From an optimization exercise on the open Yosys and OpenROAD flow, aimed at small area; shortcuts taken in it are not production practice.
At most, simulation tests tie the RTL to the original design; equivalence was not proved.

== cedar ==
==> flow/design.v <==
module Snake (CLK_100MHz,Tick,Reset,Go,dir,gameOver,randX,randY,VBlank,HBlank,
              CurrentX,CurrentY,RED,GREEN,BLUE);
    input CLK_100MHz, Tick, Reset, VBlank, HBlank, Go;
    input [10:0] randX, randY, CurrentX, CurrentY;
    input [1:0] dir;
    output reg gameOver;
    output [3:0] RED, GREEN, BLUE;
    reg        r_q, g_q, b_q;
    assign RED   = {4{r_q}};
    assign GREEN = {4{g_q}};
    assign BLUE  = {4{b_q}};
    reg  [8:0]   hx, hy;            
    reg  [8:0]   ancx [1:2];        
    reg  [8:0]   ancy [1:2];
    reg  [127:1] sa, sb;            
    reg  [6:0]   nvalid;            
    reg  [4:0]   sz;                
    reg  [10:0]  appleX, appleY;
    reg          pause, zflag;
    reg  [1:0]   ldir;
    wire [10:0] cx = CurrentX, cy = CurrentY;
    wire border = (cx <= 20) || (cx >= 780) || (cy <= 20) || (cy >= 580);
    wire apple  = (cx > appleX) && ({1'b0,cx} < {1'b0,appleX} + 12'd20) &&
                  (cy > appleY) && ({1'b0,cy} < {1'b0,appleY} + 12'd20);
    wire box00  = (cx != 0) && (cx < 20) && (cy != 0) && (cy < 20);
    wire [8:0] cqx = cx[10:2], cqy = cy[10:2];
    wire lox = (cx[1:0] == 2'b00), loy = (cy[1:0] == 2'b00);
    wire [4:0] rokx, roky;
    genvar r;
    generate
        for (r = 0; r < 5; r = r + 1) begin : rk
            assign rokx[r] = (r >= 1 || !lox) && (cqx >= r);
            assign roky[r] = (r >= 1 || !loy) && (cqy >= r);
        end
    endgenerate
    wire [8:0] zsx, zcx_, zsy, zcy_;
    Snake_csa5 mx(.c(cqx), .s(zsx), .k(zcx_));
    Snake_csa5 my(.c(cqy), .s(zsy), .k(zcy_));
    wire [2:0] okx, oky;
    wire [6:0] ex [0:2];
    wire [6:0] ey [0:2];
    genvar m, i;
    generate
        for (m = 0; m < 3; m = m + 1) begin : big
            wire [8:0] axm, aym;
            if (m == 0) begin : h
                assign axm = hx;
                assign aym = hy;
            end else begin : a
                assign axm = ancx[m];
                assign aym = ancy[m];
            end
            Snake_axis ax_(.zs(zsx), .zk(zcx_), .za(axm), .rok(rokx), .ok(okx[m]), .e(ex[m]));
            Snake_axis ay_(.zs(zsy), .zk(zcy_), .za(aym), .rok(roky), .ok(oky[m]), .e(ey[m]));
        end
    endgenerate
    wire [6:0] size = {sz, 2'b11};
    wire [6:0] lim = (size < nvalid) ? size : nvalid;
    wire [4:0] ea [0:7];            
    wire [4:0] eb [0:7];
    wire [5:0] offa [0:7];          
    wire [5:0] offb [0:7];
    wire [7:0] sub_any;             
    wire head;
    generate
        for (m = 0; m < 8; m = m + 1) begin : sub
            localparam BIG = m / 3;
            if (m % 3 == 0) begin : o0
                assign offa[m] = 6'd0;
                assign offb[m] = 6'd0;
            end else begin : o1
                assign offa[m] = offa[m-1] + {ea[m-1][4], ea[m-1]};
                assign offb[m] = offb[m-1] + {eb[m-1][4], eb[m-1]};
            end
            wire [8:0] sA = {2'b00, ex[BIG]} + {2'b00, ey[BIG]} + {offa[m][5], offa[m][5], offa[m], 1'b0} - 9'd78;
            wire [8:0] sB = {2'b00, ey[BIG]} - {2'b00, ex[BIG]} + 9'd15 - {offb[m][5], offb[m][5], offb[m], 1'b0};
            wire rin = (sA[8:5] == 4'd0) && (sB[8:5] == 4'd0);
            wire ok = okx[BIG] && oky[BIG] && rin;
            wire pi = sA[0];
            wire [3:0] ta = sA[4:1];
            wire [3:0] tb = sB[4:1];
            wire [3:0] ca [0:15];
            wire [3:0] cb [0:15];
            assign ca[0] = 4'd8;
            assign cb[0] = 4'd7;
            wire [15:0] mt;             
            assign mt[0] = (ta == 4'd8) && (tb == 4'd7) && ((m == 0) ? 1'b1 : (16*m <= lim));
            for (i = 1; i <= 15; i = i + 1) begin : ent
                if (16*m + i <= 127) begin : e
                    assign ca[i] = ca[i-1] - {3'd0, sa[16*m+i]} + ((i % 2 == 0) ? 4'd1 : 4'd0);
                    assign cb[i] = cb[i-1] + {3'd0, sb[16*m+i]} - ((i % 2 == 0) ? 4'd1 : 4'd0);
                    assign mt[i] = (ca[i] == ta) && (cb[i] == tb) && (16*m + i <= lim);
                end else begin : z
                    assign ca[i] = 4'd0;
                    assign cb[i] = 4'd0;
                end
            end
            if (16*m + 16 <= 127) begin : nx
                assign ea[m] = 5'd7 - {1'b0, ca[15]} + {4'd0, sa[16*m+16]};
                assign eb[m] = {1'b0, cb[15]} - 5'd8 + {4'd0, sb[16*m+16]};
            end else begin : nn
                assign ea[m] = 5'd0;
                assign eb[m] = 5'd0;
            end
            wire even_any = (m == 0) ? (|{mt[14], mt[12], mt[10], mt[8], mt[6], mt[4], mt[2]})
                                     : (|{mt[14], mt[12], mt[10], mt[8], mt[6], mt[4], mt[2], mt[0]});
            wire odd_any  = |{mt[15], mt[13], mt[11], mt[9], mt[7], mt[5], mt[3], mt[1]};
            assign sub_any[m] = ok && (pi ? odd_any : even_any);
            if (m == 0) begin : hd
                assign head = ok && !pi && mt[0];
            end
        end
    endgenerate
    wire snake = (|sub_any) | ((size > nvalid) && box00);
    wire restart = Reset || gameOver;
    wire eat = apple && head;
    wire zload = Reset || (Tick && zflag);
    wire [8:0] nhx = hx + ((ldir == 2'd1) ? 9'd1 : (ldir == 2'd3) ? 9'd511 : 9'd0);
    wire [8:0] nhy = hy + ((ldir == 2'd2) ? 9'd1 : (ldir == 2'd0) ? 9'd511 : 9'd0);
    wire na = (ldir == 2'd1) || (ldir == 2'd2);
    wire nb = (ldir == 2'd1) || (ldir == 2'd0);
    always @(posedge CLK_100MHz) begin
        ldir <= dir;
        if (restart) begin
            pause <= 1'b1;
            zflag <= 1'b1;
        end else begin
            if (Go) pause <= 1'b0;
            if (!pause) zflag <= 1'b0;
        end
        if (eat) begin
            appleX <= randX;
            appleY <= randY;
            if (sz != 5'd31) sz <= sz + 5'd1;
        end else if (restart) begin
            appleX <= 11'd400;
            appleY <= 11'd300;
            sz <= 5'd0;
        end
        gameOver <= !Reset && head && (border || snake);
        if (zload) begin
            hx <= 9'd5;       
            hy <= 9'd25;      
            nvalid <= 7'd0;
        end else if (Tick) begin
            hx <= nhx;
            hy <= nhy;
            if (nvalid != 7'd127) nvalid <= nvalid + 7'd1;
        end
        if (Tick) begin
            sa <= {sa[126:1], na};
            sb <= {sb[126:1], nb};
        end
        if (VBlank || HBlank) begin
            r_q <= 1'b0; g_q <= 1'b0; b_q <= 1'b0;
        end else begin
            r_q <= apple && !snake;
            g_q <= (head || snake) && !border;
            b_q <= border;
        end
    end
    generate
        for (m = 1; m < 3; m = m + 1) begin : anc
            wire a_ = sa[48*m], b_ = sb[48*m];
            wire xs = (a_ == b_);
            wire [8:0] ux = ancx[m] + (xs ? (a_ ? 9'd1 : 9'd511) : 9'd0);
            wire [8:0] uy = ancy[m] + (!xs ? (a_ ? 9'd1 : 9'd511) : 9'd0);
            wire v = (nvalid >= 48*m);
            always @(posedge CLK_100MHz)
                if (Tick) begin
                    ancx[m] <= v ? ux : 9'd5;
                    ancy[m] <= v ? uy : 9'd25;
                end
        end
    endgenerate
endmodule
module Snake_csa5(c, s, k);
    input  [8:0] c;
    output [8:0] s, k;
    wire [8:0] p0 = c, p1 = {c[6:0], 2'b0}, p2 = {c[5:0], 3'b0},
               p3 = {c[2:0], 6'b0}, p4 = {c[1:0], 7'b0};
    wire [8:0] s1 = p0 ^ p1 ^ p2;
    wire [8:0] k1 = {((p0 & p1) | (p0 & p2) | (p1 & p2)), 1'b0};
    wire [8:0] s2 = s1 ^ p3 ^ p4;
    wire [8:0] k2 = {((s1 & p3) | (s1 & p4) | (p3 & p4)), 1'b0};
    assign s = s2 ^ k1 ^ k2;
    assign k = {((s2 & k1) | (s2 & k2) | (k1 & k2)), 1'b0};
endmodule
module Snake_axis(zs, zk, za, rok, ok, e);
    input  [8:0] zs, zk, za;
    input  [4:0] rok;
    output ok;
    output [6:0] e;
    wire [8:0] d = zs + zk - za;
    wire [8:0] e0 = d + 9'd47;
    wire [8:0] e1 = d + 9'd354;
    wire [8:0] e2 = d + 9'd149;
    wire [8:0] e3 = d + 9'd456;
    wire [8:0] e4 = d + 9'd251;
    wire s0 = rok[0] && (e0 < 9'd96);
    wire s1 = rok[1] && (e1 < 9'd96);
    wire s2 = rok[2] && (e2 < 9'd96);
    wire s3 = rok[3] && (e3 < 9'd96);
    wire s4 = rok[4] && (e4 < 9'd96);
    assign ok = s0 | s1 | s2 | s3 | s4;
    assign e = ({7{s0}} & e0[6:0]) | ({7{s1}} & e1[6:0]) | ({7{s2}} & e2[6:0]) |
               ({7{s3}} & e3[6:0]) | ({7{s4}} & e4[6:0]);
endmodule
==> flow/config.mk <==
export PLATFORM = sky130hd
export DESIGN_NAME = Snake
export DESIGN_NICKNAME = Snake
export VERILOG_FILES = /design/flow/design.v
export SDC_FILE = /design/flow/constraint.sdc
export NUM_CORES = 8
export LEC_CHECK = 0
export CAP_MARGIN = 20
export CORE_MARGIN = 2
export CORE_UTILIZATION = 40
export CTS_BUF_LIST = sky130_fd_sc_hd__clkbuf_4 sky130_fd_sc_hd__clkbuf_8
export CTS_CLUSTER_SIZE = 20
export GPL_TIMING_DRIVEN = 0
export SETUP_SLACK_MARGIN = 0.3
export SLEW_MARGIN = 20
==> flow/constraint.sdc <==
create_clock -name core_clock -period 10.0 [get_ports {CLK_100MHz}]
set_input_delay 2.0000 -clock core_clock [delete_from_list [all_inputs] [get_ports {CLK_100MHz}]]
set_output_delay 2.0000 -clock core_clock [all_outputs]
set_load 0.01 [all_outputs]
standard.sh (not shown) runs the stock make flow with config.mk's settings and CLKGATE_MAP_FILE= SYNTH_SCRIPT=/design/flow/synth_recipe.tcl, a recipe that flattens the netlist after the stock synthesis.
==> flow/flow/run.sh <==
#!/bin/bash
# Own flow: the standard layout, with a synthesis that skips Yosys's full/half
# adder extraction (extract_fa) and maps with ABC's default area-recovering
# script.  Registers, their names and cell types are those of the standard
# synthesis (same RTL passes, same flop mapping); only the combinational
# mapping differs.
set -euo pipefail
W=$PWD
sed "s#SYNTH_SCRIPT=[^ ]*#SYNTH_SCRIPT=$W/flow/synth.tcl#" standard.sh > own_synth.sh
bash own_synth.sh synth > synth_make.log 2>&1
bash standard.sh > layout_make.log 2>&1
==> flow/flow/synth.tcl <==
# The standard synthesis script (synth_recipe.tcl) with two changes made by
# overriding commands: extract_fa does nothing, and abc maps with Yosys's
# default ABC script (no ORFS speed script, no delay target or drive constraints).
proc synth {args} { yosys synth -nofsm -noshare {*}$args }
proc extract_fa {args} { puts "own flow: extract_fa skipped" }
proc abc {args} {
  foreach k {-script -constr -D} {
    set i [lsearch -exact $args $k]
    if {$i >= 0} { set args [lreplace $args $i [expr {$i + 1}]] }
  }
  puts "own flow: abc $args"
  yosys abc {*}$args
}
source $::env(SCRIPTS_DIR)/synth.tcl
# left out here: clear keep_hierarchy, flatten, clean up, hide names made inside functions, write 1_2_yosys.v
cedar finished every stage and its layout cleared the timing, design-rule and antenna checks.
What willow does differently from cedar at the input level:
--- a/flow/design.v
+++ b/flow/design.v
@@ -191,18 +191,13 @@
     input  [4:0] rok;
     output ok;
     output [6:0] e;
     wire [8:0] d = zs + zk - za;
-    wire [8:0] e0 = d + 9'd47;
-    wire [8:0] e1 = d + 9'd354;
-    wire [8:0] e2 = d + 9'd149;
-    wire [8:0] e3 = d + 9'd456;
-    wire [8:0] e4 = d + 9'd251;
-    wire s0 = rok[0] && (e0 < 9'd96);
-    wire s1 = rok[1] && (e1 < 9'd96);
-    wire s2 = rok[2] && (e2 < 9'd96);
-    wire s3 = rok[3] && (e3 < 9'd96);
-    wire s4 = rok[4] && (e4 < 9'd96);
+    wire s0 = rok[0] && ((d + 9'd47) < 9'd96);
+    wire s1 = rok[1] && ((d + 9'd354) < 9'd96);
+    wire s2 = rok[2] && ((d + 9'd149) < 9'd96);
+    wire s3 = rok[3] && ((d + 9'd456) < 9'd96);
+    wire s4 = rok[4] && ((d + 9'd251) < 9'd96);
     assign ok = s0 | s1 | s2 | s3 | s4;
-    assign e = ({7{s0}} & e0[6:0]) | ({7{s1}} & e1[6:0]) | ({7{s2}} & e2[6:0]) |
-               ({7{s3}} & e3[6:0]) | ({7{s4}} & e4[6:0]);
+    wire [6:0] k = ({7{s0}} & 7'd47) | ({7{s1}} & 7'd98) | ({7{s2}} & 7'd21) | ({7{s3}} & 7'd72) | ({7{s4}} & 7'd123);
+    assign e = d[6:0] + k;
 endmodule
## What came out
- For willow, the critical path startpoint was CurrentX[3], unlike cedar, where it was CurrentX[5].
- Compared with cedar, willow has less setup slack.
- Summary of the comparison: synthesized cell count is lower in willow, relative to cedar.
- willow ends up with higher adder-cell share of the synthesized area than cedar does.
- willow against cedar: clock distribution area overhead in the final layout closely matched the old numbers; hold slack flat; final wirelength dropped 4.0%; cell count dropped 251.
- Going from cedar to willow, wire length of the first global-routing pass shrank by a few percent.
- In willow, the die area came out 5100 um2 below the value in cedar.
- Fraction of area in registers of willow is on par with cedar.
- Run comparison: willow cell at the slowest stage of the critical path sky130_fd_sc_hd__a2111oi_4; cedar cell at the slowest stage of the critical path sky130_fd_sc_hd__or4_4
- Post-synthesis average cell area across willow and cedar: no real change.
- Against cedar, pin count of the biggest net entering global routing in willow fell by a few percent.
The RTL of willow was laid out without a check of its function.

## separate check: timing with driven ports
Ports are ideal in the flow. The routed layouts listed here were re-timed in OpenROAD.
Step 1 (the two cells are an assumption about what drives the block):
set clk [get_ports {CLK_100MHz}]
set_driving_cell -lib_cell sky130_fd_sc_hd__clkbuf_16 $clk
set_driving_cell -lib_cell sky130_fd_sc_hd__buf_2 [delete_from_list [all_inputs] $clk]
Step 2, shift: input delay + t, output delay - t, t = (earliest + latest rising clock arrival at the registers) / 2. This alone moves slack from input paths to output paths.
Three values: ideal ports, drivers, drivers and shift; two values: the first two.
run	shift t [ns]	setup WS [ns]	hold WS [ns]	worst setup path after step 2	latest minus earliest clock arrival (ns)
cedar	0.833	0.416 / 0.350 / -0.483	0.441 / 0.441 / 0.441	input to register	0.045 / 0.046
willow	0.802	0.297 / 0.200 / -0.603	0.440 / 0.440 / 0.440	input to register	0.079 / 0.079
With both steps, setup timing fails in cedar and willow, where it was met with ideal ports. The setup slack of willow, which loses most, moves by -0.097 ns with the drivers and by -0.900 ns with both steps.
